Background: an optimization exercise with open tools, aiming at small area, a short achievable clock period and few clock cycles. Do not read the settings as production practice.
In this exercise RTL edits were held to simulation tests only and were not proved equivalent to the original.
Power figures rest on the tool's default switching activity, not on a simulated workload.

==> design.v <==
module mod_mult_m_14 (
    input  wire        clk,
    input  wire        clr,
    input  wire [21:0] e,
    input  wire [13:0] b,
    output reg  [33:0] acc_s,
    output reg  [33:0] acc_c
);
wire [6:0] neg = e[6:0];
wire [6:0] one = e[13:7];
wire [6:0] two = e[20:14];
wire [14:0] b1 = {1'b0, b};         
wire [14:0] b2 = {b, 1'b0};         
wire [14:0] pp0 = (({15{one[0]}} & b1) | ({15{two[0]}} & b2)) ^ {15{neg[0]}};
wire [14:0] pp1 = (({15{one[1]}} & b1) | ({15{two[1]}} & b2)) ^ {15{neg[1]}};
wire [14:0] pp2 = (({15{one[2]}} & b1) | ({15{two[2]}} & b2)) ^ {15{neg[2]}};
wire [14:0] pp3 = (({15{one[3]}} & b1) | ({15{two[3]}} & b2)) ^ {15{neg[3]}};
wire [14:0] pp4 = (({15{one[4]}} & b1) | ({15{two[4]}} & b2)) ^ {15{neg[4]}};
wire [14:0] pp5 = (({15{one[5]}} & b1) | ({15{two[5]}} & b2)) ^ {15{neg[5]}};
wire [14:0] pp6 = (({15{one[6]}} & b1) | ({15{two[6]}} & b2)) ^ {15{neg[6]}};
wire [13:0] pp7 = {14{e[21]}} & b;
wire [33:0] gs = clr ? 34'd0 : acc_s;
wire [33:0] gc = clr ? 34'd0 : acc_c;
wire n1 = gs[12] ^ gc[12];
wire n2 = gs[12] & gc[12];
wire n3 = gs[13] ^ gc[13];
wire n4 = gs[13] & gc[13];
wire n5, n6;
fa_cell u_n5 (.a(gs[14]), .b(gc[14]), .c(pp7[0]), .s(n5), .co(n6));
wire n7 = ~(gs[15] ^ gc[15]);
wire n8 = gs[15] | gc[15];
wire n9 = ~neg[0] ^ pp7[1];
wire n10 = ~neg[0] & pp7[1];
wire n11 = ~(gs[16] ^ gc[16]);
wire n12 = gs[16] | gc[16];
wire n13 = pp7[2] ^ pp1[14];
wire n14 = pp7[2] & pp1[14];
wire n15, n16;
fa_cell u_n15 (.a(gs[17]), .b(gc[17]), .c(~neg[1]), .s(n15), .co(n16));
wire n17 = ~gs[18];
wire n18 = gs[6] ^ gc[6];
wire n19 = gs[6] & gc[6];
wire n20 = gs[7] ^ gc[7];
wire n21 = gs[7] & gc[7];
wire n22, n23;
fa_cell u_n22 (.a(gs[8]), .b(gc[8]), .c(neg[4]), .s(n22), .co(n23));
wire n24 = pp0[8] ^ pp1[6];
wire n25 = pp0[8] & pp1[6];
wire n26, n27;
fa_cell u_n26 (.a(gs[9]), .b(gc[9]), .c(pp0[9]), .s(n26), .co(n27));
wire n28 = pp1[7] ^ pp2[5];
wire n29 = pp1[7] & pp2[5];
wire n30, n31;
fa_cell u_n30 (.a(gs[10]), .b(gc[10]), .c(neg[5]), .s(n30), .co(n31));
wire n32, n33;
fa_cell u_n32 (.a(pp0[10]), .b(pp1[8]), .c(pp2[6]), .s(n32), .co(n33));
wire n34 = pp3[4] ^ pp4[2];
wire n35 = pp3[4] & pp4[2];
wire n36, n37;
fa_cell u_n36 (.a(gs[11]), .b(gc[11]), .c(pp0[11]), .s(n36), .co(n37));
wire n38, n39;
fa_cell u_n38 (.a(pp1[9]), .b(pp2[7]), .c(pp3[5]), .s(n38), .co(n39));
wire n40 = pp4[3] ^ pp5[1];
wire n41 = pp4[3] & pp5[1];
wire n42, n43;
fa_cell u_n42 (.a(neg[6]), .b(n1), .c(pp0[12]), .s(n42), .co(n43));
wire n44, n45;
fa_cell u_n44 (.a(pp1[10]), .b(pp2[8]), .c(pp3[6]), .s(n44), .co(n45));
wire n46, n47;
fa_cell u_n46 (.a(pp4[4]), .b(pp5[2]), .c(pp6[0]), .s(n46), .co(n47));
wire n48, n49;
fa_cell u_n48 (.a(n2), .b(n3), .c(pp0[13]), .s(n48), .co(n49));
wire n50, n51;
fa_cell u_n50 (.a(pp1[11]), .b(pp2[9]), .c(pp3[7]), .s(n50), .co(n51));
wire n52, n53;
fa_cell u_n52 (.a(pp4[5]), .b(pp5[3]), .c(pp6[1]), .s(n52), .co(n53));
wire n54, n55;
fa_cell u_n54 (.a(n4), .b(pp0[14]), .c(pp1[12]), .s(n54), .co(n55));
wire n56, n57;
fa_cell u_n56 (.a(pp2[10]), .b(pp3[8]), .c(pp4[6]), .s(n56), .co(n57));
wire n58, n59;
fa_cell u_n58 (.a(pp5[4]), .b(pp6[2]), .c(n5), .s(n58), .co(n59));
wire n60, n61;
fa_cell u_n60 (.a(n7), .b(pp1[13]), .c(pp2[11]), .s(n60), .co(n61));
wire n62, n63;
fa_cell u_n62 (.a(pp3[9]), .b(pp4[7]), .c(pp5[5]), .s(n62), .co(n63));
wire n64, n65;
fa_cell u_n64 (.a(pp6[3]), .b(n9), .c(n6), .s(n64), .co(n65));
wire n66, n67;
fa_cell u_n66 (.a(n11), .b(n8), .c(pp2[12]), .s(n66), .co(n67));
wire n68, n69;
fa_cell u_n68 (.a(pp3[10]), .b(pp4[8]), .c(pp5[6]), .s(n68), .co(n69));
wire n70, n71;
fa_cell u_n70 (.a(pp6[4]), .b(n10), .c(n13), .s(n70), .co(n71));
wire n72, n73;
fa_cell u_n72 (.a(n12), .b(pp7[3]), .c(pp2[13]), .s(n72), .co(n73));
wire n74, n75;
fa_cell u_n74 (.a(pp3[11]), .b(pp4[9]), .c(pp5[7]), .s(n74), .co(n75));
wire n76, n77;
fa_cell u_n76 (.a(pp6[5]), .b(n15), .c(n14), .s(n76), .co(n77));
wire n78, n79;
fa_cell u_n78 (.a(gc[18]), .b(n17), .c(pp7[4]), .s(n78), .co(n79));
wire n80, n81;
fa_cell u_n80 (.a(pp2[14]), .b(pp3[12]), .c(pp4[10]), .s(n80), .co(n81));
wire n82, n83;
fa_cell u_n82 (.a(pp5[8]), .b(pp6[6]), .c(n16), .s(n82), .co(n83));
wire n84, n85;
fa_cell u_n84 (.a(gs[19]), .b(gc[19]), .c(gs[18]), .s(n84), .co(n85));
wire n86, n87;
fa_cell u_n86 (.a(~neg[2]), .b(pp7[5]), .c(pp3[13]), .s(n86), .co(n87));
wire n88, n89;
fa_cell u_n88 (.a(pp4[11]), .b(pp5[9]), .c(pp6[7]), .s(n88), .co(n89));
wire n90 = ~(gs[20] ^ gc[20]);
wire n91 = gs[20] | gc[20];
wire n92, n93;
fa_cell u_n92 (.a(pp7[6]), .b(pp3[14]), .c(pp4[12]), .s(n92), .co(n93));
wire n94 = pp5[10] ^ pp6[8];
wire n95 = pp5[10] & pp6[8];
wire n96, n97;
fa_cell u_n96 (.a(gs[21]), .b(gc[21]), .c(~neg[3]), .s(n96), .co(n97));
wire n98, n99;
fa_cell u_n98 (.a(pp7[7]), .b(pp4[13]), .c(pp5[11]), .s(n98), .co(n99));
wire n100 = ~(gs[22] ^ gc[22]);
wire n101 = gs[22] | gc[22];
wire n102 = pp7[8] ^ pp4[14];
wire n103 = pp7[8] & pp4[14];
wire n104, n105;
fa_cell u_n104 (.a(gs[23]), .b(gc[23]), .c(~neg[4]), .s(n104), .co(n105));
wire n106 = ~gs[24];
wire n107 = gs[2] ^ gc[2];
wire n108 = gs[2] & gc[2];
wire n109 = gs[3] ^ gc[3];
wire n110 = gs[3] & gc[3];
wire n111, n112;
fa_cell u_n111 (.a(gs[4]), .b(gc[4]), .c(neg[2]), .s(n111), .co(n112));
wire n113 = pp0[4] ^ pp1[2];
wire n114 = pp0[4] & pp1[2];
wire n115, n116;
fa_cell u_n115 (.a(gs[5]), .b(gc[5]), .c(pp0[5]), .s(n115), .co(n116));
wire n117 = pp1[3] ^ pp2[1];
wire n118 = pp1[3] & pp2[1];
wire n119, n120;
fa_cell u_n119 (.a(neg[3]), .b(n18), .c(pp0[6]), .s(n119), .co(n120));
wire n121, n122;
fa_cell u_n121 (.a(pp1[4]), .b(pp2[2]), .c(pp3[0]), .s(n121), .co(n122));
wire n123, n124;
fa_cell u_n123 (.a(n19), .b(n20), .c(pp0[7]), .s(n123), .co(n124));
wire n125, n126;
fa_cell u_n125 (.a(pp1[5]), .b(pp2[3]), .c(pp3[1]), .s(n125), .co(n126));
wire n127, n128;
fa_cell u_n127 (.a(n21), .b(pp2[4]), .c(pp3[2]), .s(n127), .co(n128));
wire n129, n130;
fa_cell u_n129 (.a(pp4[0]), .b(n22), .c(n24), .s(n129), .co(n130));
wire n131, n132;
fa_cell u_n131 (.a(pp3[3]), .b(pp4[1]), .c(n23), .s(n131), .co(n132));
wire n133, n134;
fa_cell u_n133 (.a(n25), .b(n28), .c(n26), .s(n133), .co(n134));
wire n135, n136;
fa_cell u_n135 (.a(pp5[0]), .b(n30), .c(n29), .s(n135), .co(n136));
wire n137, n138;
fa_cell u_n137 (.a(n34), .b(n27), .c(n32), .s(n137), .co(n138));
wire n139, n140;
fa_cell u_n139 (.a(n31), .b(n35), .c(n40), .s(n139), .co(n140));
wire n141, n142;
fa_cell u_n141 (.a(n33), .b(n36), .c(n38), .s(n141), .co(n142));
wire n143, n144;
fa_cell u_n143 (.a(n41), .b(n37), .c(n39), .s(n143), .co(n144));
wire n145, n146;
fa_cell u_n145 (.a(n42), .b(n44), .c(n46), .s(n145), .co(n146));
wire n147, n148;
fa_cell u_n147 (.a(n43), .b(n45), .c(n47), .s(n147), .co(n148));
wire n149, n150;
fa_cell u_n149 (.a(n48), .b(n50), .c(n52), .s(n149), .co(n150));
wire n151, n152;
fa_cell u_n151 (.a(n49), .b(n51), .c(n53), .s(n151), .co(n152));
wire n153, n154;
fa_cell u_n153 (.a(n54), .b(n56), .c(n58), .s(n153), .co(n154));
wire n155, n156;
fa_cell u_n155 (.a(n55), .b(n57), .c(n60), .s(n155), .co(n156));
wire n157, n158;
fa_cell u_n157 (.a(n62), .b(n59), .c(n64), .s(n157), .co(n158));
wire n159, n160;
fa_cell u_n159 (.a(n61), .b(n63), .c(n66), .s(n159), .co(n160));
wire n161, n162;
fa_cell u_n161 (.a(n68), .b(n65), .c(n70), .s(n161), .co(n162));
wire n163, n164;
fa_cell u_n163 (.a(n67), .b(n69), .c(n72), .s(n163), .co(n164));
wire n165, n166;
fa_cell u_n165 (.a(n74), .b(n76), .c(n71), .s(n165), .co(n166));
wire n167, n168;
fa_cell u_n167 (.a(n78), .b(n73), .c(n75), .s(n167), .co(n168));
wire n169, n170;
fa_cell u_n169 (.a(n80), .b(n82), .c(n77), .s(n169), .co(n170));
wire n171, n172;
fa_cell u_n171 (.a(n84), .b(n79), .c(n81), .s(n171), .co(n172));
wire n173, n174;
fa_cell u_n173 (.a(n86), .b(n88), .c(n83), .s(n173), .co(n174));
wire n175, n176;
fa_cell u_n175 (.a(n90), .b(n85), .c(n94), .s(n175), .co(n176));
wire n177, n178;
fa_cell u_n177 (.a(n87), .b(n89), .c(n92), .s(n177), .co(n178));
wire n179, n180;
fa_cell u_n179 (.a(n91), .b(pp6[9]), .c(n96), .s(n179), .co(n180));
wire n181, n182;
fa_cell u_n181 (.a(n95), .b(n93), .c(n98), .s(n181), .co(n182));
wire n183, n184;
fa_cell u_n183 (.a(n100), .b(pp5[12]), .c(pp6[10]), .s(n183), .co(n184));
wire n185, n186;
fa_cell u_n185 (.a(n97), .b(n102), .c(n99), .s(n185), .co(n186));
wire n187, n188;
fa_cell u_n187 (.a(n101), .b(pp7[9]), .c(pp5[13]), .s(n187), .co(n188));
wire n189, n190;
fa_cell u_n189 (.a(pp6[11]), .b(n104), .c(n103), .s(n189), .co(n190));
wire n191, n192;
fa_cell u_n191 (.a(gc[24]), .b(n106), .c(pp7[10]), .s(n191), .co(n192));
wire n193, n194;
fa_cell u_n193 (.a(pp5[14]), .b(pp6[12]), .c(n105), .s(n193), .co(n194));
wire n195, n196;
fa_cell u_n195 (.a(gs[25]), .b(gc[25]), .c(gs[24]), .s(n195), .co(n196));
wire n197, n198;
fa_cell u_n197 (.a(~neg[5]), .b(pp7[11]), .c(pp6[13]), .s(n197), .co(n198));
wire n199 = ~(gs[26] ^ gc[26]);
wire n200 = gs[26] | gc[26];
wire n201 = pp7[12] ^ pp6[14];
wire n202 = pp7[12] & pp6[14];
wire n203, n204;
fa_cell u_n203 (.a(gs[27]), .b(gc[27]), .c(~neg[6]), .s(n203), .co(n204));
wire n205 = gs[0] ^ gc[0];
wire n206 = gs[0] & gc[0];
wire n207 = gs[1] ^ gc[1];
wire n208 = gs[1] & gc[1];
wire n209, n210;
fa_cell u_n209 (.a(neg[1]), .b(n107), .c(pp0[2]), .s(n209), .co(n210));
wire n211, n212;
fa_cell u_n211 (.a(n108), .b(n109), .c(pp0[3]), .s(n211), .co(n212));
wire n213, n214;
fa_cell u_n213 (.a(n110), .b(pp2[0]), .c(n111), .s(n213), .co(n214));
wire n215, n216;
fa_cell u_n215 (.a(n112), .b(n114), .c(n117), .s(n215), .co(n216));
wire n217, n218;
fa_cell u_n217 (.a(n118), .b(n116), .c(n119), .s(n217), .co(n218));
wire n219, n220;
fa_cell u_n219 (.a(n120), .b(n122), .c(n123), .s(n219), .co(n220));
wire n221, n222;
fa_cell u_n221 (.a(n124), .b(n126), .c(n127), .s(n221), .co(n222));
wire n223, n224;
fa_cell u_n223 (.a(n128), .b(n131), .c(n130), .s(n223), .co(n224));
wire n225, n226;
fa_cell u_n225 (.a(n132), .b(n135), .c(n134), .s(n225), .co(n226));
wire n227, n228;
fa_cell u_n227 (.a(n136), .b(n139), .c(n138), .s(n227), .co(n228));
wire n229, n230;
fa_cell u_n229 (.a(n140), .b(n143), .c(n142), .s(n229), .co(n230));
wire n231, n232;
fa_cell u_n231 (.a(n144), .b(n147), .c(n146), .s(n231), .co(n232));
wire n233, n234;
fa_cell u_n233 (.a(n148), .b(n151), .c(n150), .s(n233), .co(n234));
wire n235, n236;
fa_cell u_n235 (.a(n152), .b(n155), .c(n154), .s(n235), .co(n236));
wire n237, n238;
fa_cell u_n237 (.a(n156), .b(n159), .c(n158), .s(n237), .co(n238));
wire n239, n240;
fa_cell u_n239 (.a(n160), .b(n163), .c(n165), .s(n239), .co(n240));
wire n241, n242;
fa_cell u_n241 (.a(n167), .b(n164), .c(n169), .s(n241), .co(n242));
wire n243, n244;
fa_cell u_n243 (.a(n168), .b(n171), .c(n173), .s(n243), .co(n244));
wire n245, n246;
fa_cell u_n245 (.a(n175), .b(n172), .c(n174), .s(n245), .co(n246));
wire n247, n248;
fa_cell u_n247 (.a(n179), .b(n176), .c(n178), .s(n247), .co(n248));
wire n249, n250;
fa_cell u_n249 (.a(n183), .b(n180), .c(n185), .s(n249), .co(n250));
wire n251, n252;
fa_cell u_n251 (.a(n184), .b(n187), .c(n189), .s(n251), .co(n252));
wire n253, n254;
fa_cell u_n253 (.a(n191), .b(n188), .c(n193), .s(n253), .co(n254));
wire n255, n256;
fa_cell u_n255 (.a(n195), .b(n192), .c(n197), .s(n255), .co(n256));
wire n257, n258;
fa_cell u_n257 (.a(n199), .b(n196), .c(n201), .s(n257), .co(n258));
wire n259, n260;
fa_cell u_n259 (.a(n200), .b(pp7[13]), .c(n203), .s(n259), .co(n260));
wire n261 = ~(gs[28] ^ gc[28]);
wire n262 = gs[28] | gc[28];
wire n263 = ~gs[29];
wire n264 = ~gs[30];
wire n265 = ~gs[31];
wire n266 = ~gs[32];
wire n267 = ~gs[33];
wire n268 = neg[0] ^ n205;
wire n269 = neg[0] & n205;
wire n270, n271;
fa_cell u_n270 (.a(n206), .b(n207), .c(pp0[1]), .s(n270), .co(n271));
wire n272, n273;
fa_cell u_n272 (.a(n208), .b(pp1[0]), .c(n209), .s(n272), .co(n273));
wire n274, n275;
fa_cell u_n274 (.a(pp1[1]), .b(n210), .c(n211), .s(n274), .co(n275));
wire n276, n277;
fa_cell u_n276 (.a(n113), .b(n212), .c(n213), .s(n276), .co(n277));
wire n278, n279;
fa_cell u_n278 (.a(n115), .b(n214), .c(n215), .s(n278), .co(n279));
wire n280, n281;
fa_cell u_n280 (.a(n121), .b(n216), .c(n217), .s(n280), .co(n281));
wire n282, n283;
fa_cell u_n282 (.a(n125), .b(n218), .c(n219), .s(n282), .co(n283));
wire n284, n285;
fa_cell u_n284 (.a(n129), .b(n220), .c(n221), .s(n284), .co(n285));
wire n286, n287;
fa_cell u_n286 (.a(n222), .b(n133), .c(n223), .s(n286), .co(n287));
wire n288, n289;
fa_cell u_n288 (.a(n137), .b(n224), .c(n225), .s(n288), .co(n289));
wire n290, n291;
fa_cell u_n290 (.a(n141), .b(n226), .c(n227), .s(n290), .co(n291));
wire n292, n293;
fa_cell u_n292 (.a(n145), .b(n228), .c(n229), .s(n292), .co(n293));
wire n294, n295;
fa_cell u_n294 (.a(n149), .b(n230), .c(n231), .s(n294), .co(n295));
wire n296, n297;
fa_cell u_n296 (.a(n153), .b(n232), .c(n233), .s(n296), .co(n297));
wire n298, n299;
fa_cell u_n298 (.a(n157), .b(n234), .c(n235), .s(n298), .co(n299));
wire n300, n301;
fa_cell u_n300 (.a(n161), .b(n236), .c(n237), .s(n300), .co(n301));
wire n302, n303;
fa_cell u_n302 (.a(n162), .b(n238), .c(n239), .s(n302), .co(n303));
wire n304, n305;
fa_cell u_n304 (.a(n166), .b(n241), .c(n240), .s(n304), .co(n305));
wire n306, n307;
fa_cell u_n306 (.a(n170), .b(n243), .c(n242), .s(n306), .co(n307));
wire n308, n309;
fa_cell u_n308 (.a(n177), .b(n244), .c(n245), .s(n308), .co(n309));
wire n310, n311;
fa_cell u_n310 (.a(n181), .b(n246), .c(n247), .s(n310), .co(n311));
wire n312, n313;
fa_cell u_n312 (.a(n182), .b(n248), .c(n249), .s(n312), .co(n313));
wire n314, n315;
fa_cell u_n314 (.a(n186), .b(n251), .c(n250), .s(n314), .co(n315));
wire n316, n317;
fa_cell u_n316 (.a(n190), .b(n253), .c(n252), .s(n316), .co(n317));
wire n318, n319;
fa_cell u_n318 (.a(n194), .b(n255), .c(n254), .s(n318), .co(n319));
wire n320, n321;
fa_cell u_n320 (.a(n198), .b(n257), .c(n256), .s(n320), .co(n321));
wire n322, n323;
fa_cell u_n322 (.a(n202), .b(n259), .c(n258), .s(n322), .co(n323));
wire n324, n325;
fa_cell u_n324 (.a(n261), .b(n204), .c(n260), .s(n324), .co(n325));
wire n326, n327;
fa_cell u_n326 (.a(gc[29]), .b(n263), .c(n262), .s(n326), .co(n327));
wire n328, n329;
fa_cell u_n328 (.a(gc[30]), .b(gs[29]), .c(n264), .s(n328), .co(n329));
wire n330, n331;
fa_cell u_n330 (.a(gc[31]), .b(gs[30]), .c(n265), .s(n330), .co(n331));
wire n332, n333;
fa_cell u_n332 (.a(gc[32]), .b(gs[31]), .c(n266), .s(n332), .co(n333));
wire n334, n335;
fa_cell u_n334 (.a(gc[33]), .b(gs[32]), .c(n267), .s(n334), .co(n335));
always @(posedge clk) begin
    acc_s <= {n334, n332, n330, n328, n326, n324, n322, n320, n318, n316, n314, n312, n310, n308, n306, n304, n302, n300, n298, n296, n294, n292, n290, n288, n286, n284, n282, n280, n278, n276, n274, n272, n270, n268};
    acc_c <= {n333, n331, n329, n327, n325, n323, n321, n319, n317, n315, n313, n311, n309, n307, n305, n303, n301, n299, n297, n295, n293, n291, n289, n287, n285, n283, n281, n279, n277, n275, n273, n271, n269, pp0[0]};
end
endmodule
module fa_cell (
    input  wire a,
    input  wire b,
    input  wire c,
    output wire s,
    output wire co
);
    assign s  = a ^ b ^ c;
    assign co = (a & b) | (a & c) | (b & c);
endmodule
module systolic_mm (
    input clk,
    input rst_n,
    input in_valid,
    input in_last,
    input [55:0] a_col,
    input [55:0] b_row,
    output reg out_valid,
    output reg [55:0] out_data
);
function [21:0] booth_enc;
    input [13:0] a;
    reg [15:0] x;
    integer k;
    begin
        x = {1'b0, a, 1'b0};           
        for (k = 0; k < 7; k = k + 1) begin
            booth_enc[k]      = x[2*k+2];                                    
            booth_enc[7 + k]  = x[2*k+1] ^ x[2*k];                           
            booth_enc[14 + k] = (x[2*k+2] & ~x[2*k+1] & ~x[2*k]) |
                                (~x[2*k+2] & x[2*k+1] & x[2*k]);             
        end
        booth_enc[21] = a[13];
    end
endfunction
wire [55:0] a_in = in_valid ? a_col : 56'd0;
reg  [21:0] e0_d0, e1_d0, e2_d0, e3_d0;    
reg  [21:0] e1_d1, e2_d1, e2_d2, e3_d1, e3_d2, e3_d3;
reg  [55:0] b_d0, b_d1, b_d2, b_d3;            
reg         in_tile;        
reg  [3:0]  st_d;           
reg  [3:0]  ls_d;           
reg  [3:0]  fin;            
always @(posedge clk) begin
    e0_d0 <= booth_enc(a_in[13:0]);
    e1_d0 <= booth_enc(a_in[27:14]);
    e2_d0 <= booth_enc(a_in[41:28]);
    e3_d0 <= booth_enc(a_in[55:42]);
    e1_d1 <= e1_d0;
    e2_d1 <= e2_d0;
    e2_d2 <= e2_d1;
    e3_d1 <= e3_d0;
    e3_d2 <= e3_d1;
    e3_d3 <= e3_d2;
    b_d0  <= b_row;
    b_d1  <= b_d0;
    b_d2  <= b_d1;
    b_d3  <= b_d2;
end
always @(posedge clk or negedge rst_n) begin
    if (!rst_n) begin
        in_tile <= 1'b0;
        st_d    <= 4'd0;
        ls_d    <= 4'd0;
        fin     <= 4'd0;
    end else begin
        if (in_valid)
            in_tile <= !in_last;
        st_d <= {st_d[2:0], in_valid & !in_tile};
        ls_d <= {ls_d[2:0], in_valid & in_last};
        fin  <= ls_d;
    end
end
wire [21:0] e_row [0:3];
assign e_row[0] = e0_d0;
assign e_row[1] = e1_d1;
assign e_row[2] = e2_d2;
assign e_row[3] = e3_d3;
wire [55:0] b_row_d [0:3];
assign b_row_d[0] = b_d0;
assign b_row_d[1] = b_d1;
assign b_row_d[2] = b_d2;
assign b_row_d[3] = b_d3;
wire [33:0] acc_s [0:3][0:3];
wire [33:0] acc_c [0:3][0:3];
genvar gi, gj;
generate
    for (gi = 0; gi < 4; gi = gi + 1) begin : g_row
        for (gj = 0; gj < 4; gj = gj + 1) begin : g_col
            mod_mult_m_14 u_mac (
                .clk(clk),
                .clr(st_d[gi]),
                .e(e_row[gi]),
                .b(b_row_d[gi][gj*14 +: 14]),
                .acc_s(acc_s[gi][gj]),
                .acc_c(acc_c[gi][gj])
            );
        end
    end
endgenerate
function [13:0] lut0;       
    input [3:0] v;
    reg [223:0] tbl;
    begin
        tbl = {14'd12269, 14'd8174, 14'd4079, 14'd12273, 14'd8178, 14'd4083, 14'd12277, 14'd8182, 14'd4087, 14'd12281, 14'd8186, 14'd4091, 14'd12285, 14'd8190, 14'd4095, 14'd0};
        lut0 = tbl[v * 14 +: 14];
    end
endfunction
function [13:0] lut1;       
    input [3:0] v;
    reg [223:0] tbl;
    begin
        tbl = {14'd11969, 14'd7894, 14'd3819, 14'd12033, 14'd7958, 14'd3883, 14'd12097, 14'd8022, 14'd3947, 14'd12161, 14'd8086, 14'd4011, 14'd12225, 14'd8150, 14'd4075, 14'd0};
        lut1 = tbl[v * 14 +: 14];
    end
endfunction
function [13:0] lut2;       
    input [3:0] v;
    reg [223:0] tbl;
    begin
        tbl = {14'd7169, 14'd3414, 14'd11948, 14'd8193, 14'd4438, 14'd683, 14'd9217, 14'd5462, 14'd1707, 14'd10241, 14'd6486, 14'd2731, 14'd11265, 14'd7510, 14'd3755, 14'd0};
        lut2 = tbl[v * 14 +: 14];
    end
endfunction
function [13:0] lut3;       
    input [3:0] v;
    reg [223:0] tbl;
    begin
        tbl = {14'd4103, 14'd5468, 14'd6833, 14'd8198, 14'd9563, 14'd10928, 14'd4, 14'd1369, 14'd2734, 14'd4099, 14'd5464, 14'd6829, 14'd8194, 14'd9559, 14'd10924, 14'd0};
        lut3 = tbl[v * 14 +: 14];
    end
endfunction
function [13:0] lut4;       
    input [3:0] v;
    reg [223:0] tbl;
    begin
        tbl = {14'd4203, 14'd1465, 14'd11016, 14'd8278, 14'd5540, 14'd2802, 14'd64, 14'd9615, 14'd6877, 14'd4139, 14'd1401, 14'd10952, 14'd8214, 14'd5476, 14'd2738, 14'd0};
        lut4 = tbl[v * 14 +: 14];
    end
endfunction
function [13:0] luth;       
    input [2:0] v;
    reg [111:0] tbl;
    begin
        tbl = {14'd4087, 14'd12281, 14'd8186, 14'd4091, 14'd12285, 14'd8190, 14'd4095, 14'd0};
        luth = tbl[v * 14 +: 14];
    end
endfunction
function [13:0] fold3;           
    input [14:0] u;
    begin
        if (u >= 15'd24578)
            fold3 = u - 15'd24578;
        else if (u >= 15'd12289)
            fold3 = u - 15'd12289;
        else
            fold3 = u[13:0];
    end
endfunction
reg [3:0] rv;                    
always @(posedge clk or negedge rst_n) begin
    if (!rst_n) begin
        rv <= 4'd0;
        out_valid <= 1'b0;
    end else begin
        rv <= {rv[2:0], |fin};
        out_valid <= rv[3];
    end
end
genvar gc;
generate
    for (gc = 0; gc < 4; gc = gc + 1) begin : g_red
        wire [33:0] xs = ({34{fin[0]}} & acc_s[0][gc]) | ({34{fin[1]}} & acc_s[1][gc]) |
                         ({34{fin[2]}} & acc_s[2][gc]) | ({34{fin[3]}} & acc_s[3][gc]);
        wire [33:0] xc = ({34{fin[0]}} & acc_c[0][gc]) | ({34{fin[1]}} & acc_c[1][gc]) |
                         ({34{fin[2]}} & acc_c[2][gc]) | ({34{fin[3]}} & acc_c[3][gc]);
        reg  [33:0] x_r;
        wire [13:0] l0 = lut0(x_r[17:14]);
        wire [13:0] l1 = lut1(x_r[21:18]);
        wire [13:0] l2 = lut2(x_r[25:22]);
        wire [13:0] l3 = lut3(x_r[29:26]);
        wire [13:0] l4 = lut4(x_r[33:30]);
        wire f1, f2;
        fa_cell u_f1 (.a(x_r[0]), .b(l0[0]), .c(l1[0]), .s(f1), .co(f2));
        wire f3, f4;
        fa_cell u_f3 (.a(x_r[1]), .b(l0[1]), .c(l1[1]), .s(f3), .co(f4));
        wire f5 = l2[1] ^ l3[1];
        wire f6 = l2[1] & l3[1];
        wire f7, f8;
        fa_cell u_f7 (.a(x_r[2]), .b(l0[2]), .c(l1[2]), .s(f7), .co(f8));
        wire f9, f10;
        fa_cell u_f9 (.a(l2[2]), .b(l3[2]), .c(l4[2]), .s(f9), .co(f10));
        wire f11, f12;
        fa_cell u_f11 (.a(x_r[3]), .b(l0[3]), .c(l1[3]), .s(f11), .co(f12));
        wire f13, f14;
        fa_cell u_f13 (.a(l2[3]), .b(l3[3]), .c(l4[3]), .s(f13), .co(f14));
        wire f15, f16;
        fa_cell u_f15 (.a(x_r[4]), .b(l0[4]), .c(l1[4]), .s(f15), .co(f16));
        wire f17, f18;
        fa_cell u_f17 (.a(l2[4]), .b(l3[4]), .c(l4[4]), .s(f17), .co(f18));
        wire f19, f20;
        fa_cell u_f19 (.a(x_r[5]), .b(l0[5]), .c(l1[5]), .s(f19), .co(f20));
        wire f21, f22;
        fa_cell u_f21 (.a(l2[5]), .b(l3[5]), .c(l4[5]), .s(f21), .co(f22));
        wire f23, f24;
        fa_cell u_f23 (.a(x_r[6]), .b(l0[6]), .c(l1[6]), .s(f23), .co(f24));
        wire f25, f26;
        fa_cell u_f25 (.a(l2[6]), .b(l3[6]), .c(l4[6]), .s(f25), .co(f26));
        wire f27, f28;
        fa_cell u_f27 (.a(x_r[7]), .b(l0[7]), .c(l1[7]), .s(f27), .co(f28));
        wire f29, f30;
        fa_cell u_f29 (.a(l2[7]), .b(l3[7]), .c(l4[7]), .s(f29), .co(f30));
        wire f31, f32;
        fa_cell u_f31 (.a(x_r[8]), .b(l0[8]), .c(l1[8]), .s(f31), .co(f32));
        wire f33, f34;
        fa_cell u_f33 (.a(l2[8]), .b(l3[8]), .c(l4[8]), .s(f33), .co(f34));
        wire f35, f36;
        fa_cell u_f35 (.a(x_r[9]), .b(l0[9]), .c(l1[9]), .s(f35), .co(f36));
        wire f37, f38;
        fa_cell u_f37 (.a(l2[9]), .b(l3[9]), .c(l4[9]), .s(f37), .co(f38));
        wire f39, f40;
        fa_cell u_f39 (.a(x_r[10]), .b(l0[10]), .c(l1[10]), .s(f39), .co(f40));
        wire f41, f42;
        fa_cell u_f41 (.a(l2[10]), .b(l3[10]), .c(l4[10]), .s(f41), .co(f42));
        wire f43, f44;
        fa_cell u_f43 (.a(x_r[11]), .b(l0[11]), .c(l1[11]), .s(f43), .co(f44));
        wire f45, f46;
        fa_cell u_f45 (.a(l2[11]), .b(l3[11]), .c(l4[11]), .s(f45), .co(f46));
        wire f47, f48;
        fa_cell u_f47 (.a(x_r[12]), .b(l0[12]), .c(l1[12]), .s(f47), .co(f48));
        wire f49, f50;
        fa_cell u_f49 (.a(l2[12]), .b(l3[12]), .c(l4[12]), .s(f49), .co(f50));
        wire f51, f52;
        fa_cell u_f51 (.a(x_r[13]), .b(l0[13]), .c(l1[13]), .s(f51), .co(f52));
        wire f53, f54;
        fa_cell u_f53 (.a(l2[13]), .b(l3[13]), .c(l4[13]), .s(f53), .co(f54));
        wire f55 = l2[0] ^ l3[0];
        wire f56 = l2[0] & l3[0];
        wire f57, f58;
        fa_cell u_f57 (.a(l4[1]), .b(f5), .c(f2), .s(f57), .co(f58));
        wire f59, f60;
        fa_cell u_f59 (.a(f6), .b(f4), .c(f7), .s(f59), .co(f60));
        wire f61, f62;
        fa_cell u_f61 (.a(f8), .b(f10), .c(f11), .s(f61), .co(f62));
        wire f63, f64;
        fa_cell u_f63 (.a(f12), .b(f14), .c(f15), .s(f63), .co(f64));
        wire f65, f66;
        fa_cell u_f65 (.a(f16), .b(f18), .c(f19), .s(f65), .co(f66));
        wire f67, f68;
        fa_cell u_f67 (.a(f20), .b(f22), .c(f23), .s(f67), .co(f68));
        wire f69, f70;
        fa_cell u_f69 (.a(f24), .b(f26), .c(f27), .s(f69), .co(f70));
        wire f71, f72;
        fa_cell u_f71 (.a(f28), .b(f30), .c(f31), .s(f71), .co(f72));
        wire f73, f74;
        fa_cell u_f73 (.a(f32), .b(f34), .c(f35), .s(f73), .co(f74));
        wire f75, f76;
        fa_cell u_f75 (.a(f36), .b(f38), .c(f39), .s(f75), .co(f76));
        wire f77, f78;
        fa_cell u_f77 (.a(f40), .b(f42), .c(f43), .s(f77), .co(f78));
        wire f79, f80;
        fa_cell u_f79 (.a(f44), .b(f46), .c(f47), .s(f79), .co(f80));
        wire f81, f82;
        fa_cell u_f81 (.a(f48), .b(f50), .c(f51), .s(f81), .co(f82));
        wire f83 = l4[0] ^ f55;
        wire f84 = l4[0] & f55;
        wire f85, f86;
        fa_cell u_f85 (.a(f56), .b(f3), .c(f57), .s(f85), .co(f86));
        wire f87, f88;
        fa_cell u_f87 (.a(f9), .b(f58), .c(f59), .s(f87), .co(f88));
        wire f89, f90;
        fa_cell u_f89 (.a(f13), .b(f60), .c(f61), .s(f89), .co(f90));
        wire f91, f92;
        fa_cell u_f91 (.a(f17), .b(f62), .c(f63), .s(f91), .co(f92));
        wire f93, f94;
        fa_cell u_f93 (.a(f21), .b(f64), .c(f65), .s(f93), .co(f94));
        wire f95, f96;
        fa_cell u_f95 (.a(f25), .b(f66), .c(f67), .s(f95), .co(f96));
        wire f97, f98;
        fa_cell u_f97 (.a(f29), .b(f68), .c(f69), .s(f97), .co(f98));
        wire f99, f100;
        fa_cell u_f99 (.a(f33), .b(f70), .c(f71), .s(f99), .co(f100));
        wire f101, f102;
        fa_cell u_f101 (.a(f37), .b(f72), .c(f73), .s(f101), .co(f102));
        wire f103, f104;
        fa_cell u_f103 (.a(f41), .b(f74), .c(f75), .s(f103), .co(f104));
        wire f105, f106;
        fa_cell u_f105 (.a(f45), .b(f76), .c(f77), .s(f105), .co(f106));
        wire f107, f108;
        fa_cell u_f107 (.a(f49), .b(f78), .c(f79), .s(f107), .co(f108));
        wire f109, f110;
        fa_cell u_f109 (.a(f53), .b(f80), .c(f81), .s(f109), .co(f110));
        wire f111, f112;
        fa_cell u_f111 (.a(f52), .b(f54), .c(f82), .s(f111), .co(f112));
        reg  [16:0] f0_r, f1_r;
        reg  [16:0] t_r;
        reg  [14:0] u_r;
        always @(posedge clk) begin
            x_r  <= xs + xc;
            f0_r <= {1'b0, f112, f111, f109, f107, f105, f103, f101, f99, f97, f95, f93, f91, f89, f87, f85, f83};
            f1_r <= {1'b0, 1'b0, f110, f108, f106, f104, f102, f100, f98, f96, f94, f92, f90, f88, f86, f84, f1};
            t_r  <= f0_r + f1_r;
            u_r  <= {1'b0, t_r[13:0]} + {1'b0, luth(t_r[16:14])};
            out_data[gc*14 +: 14] <= fold3(u_r);
        end
    end
endgenerate
endmodule
==> run.sh <==
#!/bin/bash
# synth_recipe.tcl (not shown) runs the flow's synth.tcl, then flattens the netlist and writes it again
# the make line also repeats each setting of config.mk as NAME=value (left out here)
make -C /OpenROAD-flow-scripts/flow DESIGN_CONFIG=/design/flow/config.mk WORK_HOME=/design/flow/orfs CLKGATE_MAP_FILE= SYNTH_SCRIPT=/design/flow/synth_recipe.tcl finish
==> config.mk <==
export PLATFORM = sky130hd
export DESIGN_NAME = systolic_mm
export DESIGN_NICKNAME = systolic_mm
export VERILOG_FILES = /design/flow/design.v
export SDC_FILE = /design/flow/constraint.sdc
export NUM_CORES = 4
export LEC_CHECK = 0
export ABC_CLOCK_PERIOD_IN_PS = 3000
export CAP_MARGIN = 20
export CORE_MARGIN = 2
export CORE_UTILIZATION = 50
export SETUP_SLACK_MARGIN = 4.2
export SLEW_MARGIN = 20
export SYNTH_HIERARCHICAL = 1
export SYNTH_MINIMUM_KEEP_SIZE = 0
==> constraint.sdc <==
create_clock -name core_clock -period 7.5 [get_ports {clk}]
set_input_delay 1.5000 -clock core_clock [delete_from_list [all_inputs] [get_ports {clk}]]
set_output_delay 1.5000 -clock core_clock [all_outputs]
set_load 0.01 [all_outputs]
==> results.txt <==
slowest CP cell dfrtp_4; top-count cell post-synth fa_1; CTS Buf Count 237; H-tree levels 4; Cell Rows 208; Die X 571 µm; Wirelength per Cell 30.9 µm; DR iter-0 viols 12.7k; CP Data Required Time 8340 ps; largest net degree at the start of global routing 84; starting density of the core 0.502; clk_skew 56.7 ps; RD Place Congestion 0.958; first-pass GRT wire length 857000 µm; die area 327000 µm²; Core Region 321000 µm²; drt pass-1 iters 8; worst path cell trace buf_12 -> buf_16 -> a22oi_1 -> nand2_1 -> ha_4 -> a211oi_4 -> o21ai_2 -> a41o_1 -> a211oi_2 -> nand3b_1 -> o31a_1 -> nor3_2 -> a311oi_2 -> xnor2_1; CTS max path bufs 4; cts hold-fix bufs 0; max-cap violations 0; Total Routing Usage GR 0.358; top cell type's share of synthesized area 0.302; CTS Root Cell clkbuf_16; setup TNS 0 ps; Via-to-Cell Ratio 6.21; initial antenna violation count 45; global route total overflow 0; vias in the first global route 128k; layout cells sized above 1 0.225; Startpoint Class flop; Area contributors post-synth fa_1 (30%), dfxtp_1 (24%), xnor2_1 (10%); Max-slew headroom 0.316; Post-Synthesis Cells 14.6k; status no timing/DRC/antenna violations; Hold Fails Final Rpt 0; DRT antenna net count 0; leakage 75.6 nW; top_reg_cell synth dfxtp_1; worst vdd ir 0.000327 V; Final min period 3690 ps; Yosys reg bits 1981; dpl cells 18.2k; # IOs 173; crit-path max cell delay 530 ps; reg2reg setup slack 3810 ps; Synth Warn # 8; Hold Crit Class reg -> reg; worst-skew pair later-pin latency 990 ps; Syn Area/Cell 11.0 µm²; die height 571 µm; Vias 120k; critical path class reg -> reg; WP data arrival 4530 ps; IO Port Bufs 172; power density of the placed cells 498 nW/µm²; Cell Count, Final, Fillers Out 19.3k; DRT Wirelength 598000 µm; # DRC 0; Final Cycle Share 0.493; DP Worst Slack 2700 ps; clock sink count 1981; final setup violation count 0; Worst Tran Pin Value 1030 ps; Post-synth EDFFs 0; Mapped Area 161000 µm²; Slew Viols, Final 0; synth-to-layout area growth 19.9%; RSZ-0062 raised after global routing true; dominant cell type by area after synthesis fa_1; TritonCTS clock tree yes; CP Max Fanout 30; Max Fclk 0.271 GHz; Clk pin slew, worst setup/hold paths 60 ps; fillers 25.6k; Yosys cell types 83; Final #Nets 18.2k; hold slack 307 ps; Post-synth ARST share 0.00757; final worst slack 3810 ps; endpoint type of the worst setup path flop; register area share after synthesis 0.247; DP Wirelength 369000 µm; post-synth net total 18.0k; synth cell count leaders fa_1 (2432), a22oi_1 (1987), dfxtp_1 (1966)
## registers in the layout, summed over array words and instances (netlist names), 56 cells and up
signal	cells
g_red.t_r	68
b_d3	56
g_red.f1_r	60
b_d1	56
g_row.g_col.u_mac.acc_s	544
b_d2	56
g_red.x_r	136
g_red.u_r	60
g_red.f0_r	64
b_d0	56
out_data	56
g_row.g_col.u_mac.acc_c	544
## metrics by stage
stage	util	area [µm²]	power (mW)
global placement	0.511	164000	73.7
floorplan	-	161000	58.8
global route	0.602	193000	105
finish	0.602	193000	96.1
detailed placement	0.511	164000	75.8
CTS	0.581	186000	93.0
## routing by layer
metal | global-route usage | up-vias | share of wire | routed length (µm)
li1 | - | 49600 | - | -
met1 | 0.432 | 61100 | 0.36 | 217000
met3 | 0.114 | 2291 | 0.11 | 68200
met2 | 0.555 | 7102 | 0.45 | 266000
met4 | 0.219 | 26 | 0.077 | 46000
met5 | 0.00397 | - | 0.0011 | 681
## modules after synthesis (local to each module, per instance)
module | copies in the design | flip-flops and latches | cells inside | area [µm²]
mod_mult_m_14 | 16 | 68 | 461 | 4260
systolic_mm | 1 | 893 | 4808 | 44300
fa_cell | 2420 | 0 | 1 | 20.0
## cells in the final DEF (no fill, tap or decap), types with 109 or more instances in the layout
cell	count
nor2b_2	109
xnor2_1	1846
nor2b_1	522
nor2b_4	226
nor2_1	215
buf_16	121
buf_12	197
o21ai_0	205
nand2b_1	288
a21oi_1	198
dfxtp_1	1677
a22oi_1	1756
and2_1	301
dfxtp_2	218
ha_4	139
clkbuf_16	271
fa_2	626
fa_1	1806
a22oi_2	231
buf_4	265
ha_1	700
nand2_1	648
inv_1	517
clkdlybuf4s50_1	113
## power by group
part / internal (mW) / switching [mW]
registers: 16.8 / 4.93
logic: 29.8 / 32.1
clock network: 7.37 / 5.16
total: 54.0 / 42.1
## kinds of logic after synthesis
group | count (synthesis) | synth area share
compound gates | 2945 | 0.130
xor+xnor | 1969 | 0.107
fa+ha+maj | 3292 | 0.369
buf+inv | 1587 | 0.0496
flops | 1981 | 0.247
mux | 47 | 0.00350
simple gates | 2783 | 0.0936
## critical path, delay by kind of cell (launching register included)
kind | cells | cell delay (ps)
AO/OA/AOI/OAI | 7 | 1710
flip-flops | 1 | 530
XOR/XNOR | 1 | 100
adder cells (fa/ha/maj) | 1 | 280
buffers and inverters | 2 | 370
AND/OR/NAND/NOR | 3 | 450
## layout make-up
| class | count | area, µm² | share of cell area |
|---|---|---|---|
| Clock buffer | 307 | 6530 | 0.0338 |
| Multi-Input combinational cell | 11000 | 122000 | 0.633 |
| Antenna cell | 35 | 87.6 | 0.000454 |
| Clock inverter | 132 | 1800 | 0.00934 |
| Tap cell | 4305 | 5390 | 0.0279 |
| Inverter | 579 | 2170 | 0.0113 |
| Timing Repair Buffer | 971 | 14500 | 0.0752 |
| Sequential cell | 1981 | 40300 | 0.209 |
## final timing paths
path | startpoint | to | cells after the start
min | e2_d0[19]$_DFF_P_ | e2_d1[19]$_DFF_P_ | 0
max | fin[1]$_DFF_PN0_ | g_red[2].x_r[33]$_DFF_P_ | 14
max in group asynchronous | rst_n | fin[0]$_DFF_PN0_ | 1
min in group asynchronous | rst_n | rv[3]$_DFF_PN0_ | 1
min reg2reg | e2_d0[19]$_DFF_P_ | e2_d1[19]$_DFF_P_ | 0
max reg2reg | fin[1]$_DFF_PN0_ | g_red[2].x_r[33]$_DFF_P_ | 14
## timing repair
action                                  4_1_cts  5_1_grt
endpoints found under the setup margin      879      585
gates cloned                                 86       35
setup buffers                               384      158
pin swaps                                   658      708
resized for setup                          1864     1167
Testbench counts, summed over its fixed seeds: cycles 6,224.

port drivers added, routing unchanged:
No port has a modelled driver above. Below, the same layout with a new extraction and two added sets of constraints. Step 1 assumes that a clkbuf_16 drives the clock port and a buf_2 every other input. Step 2 also shifts input and output timing later by t, the mid clock arrival at the registers, as if the neighbouring blocks saw the same clock. Slacks: no drivers / after step 1 / after step 2; pairs: no drivers / after step 1.
t (ns): 1.076
setup slack, ns: 3.806 / 3.806 / 3.806
worst hold slack (ns): 0.307 / 0.307 / 0.307
worst register clock-pin slew, ns: 0.07 / 0.07
worst data-port slew with drivers (ns): 0.10
After both steps setup and hold are still met in this run. The setup slack of this run moves by 0.000 ns with the drivers and by 0.000 ns with both steps.
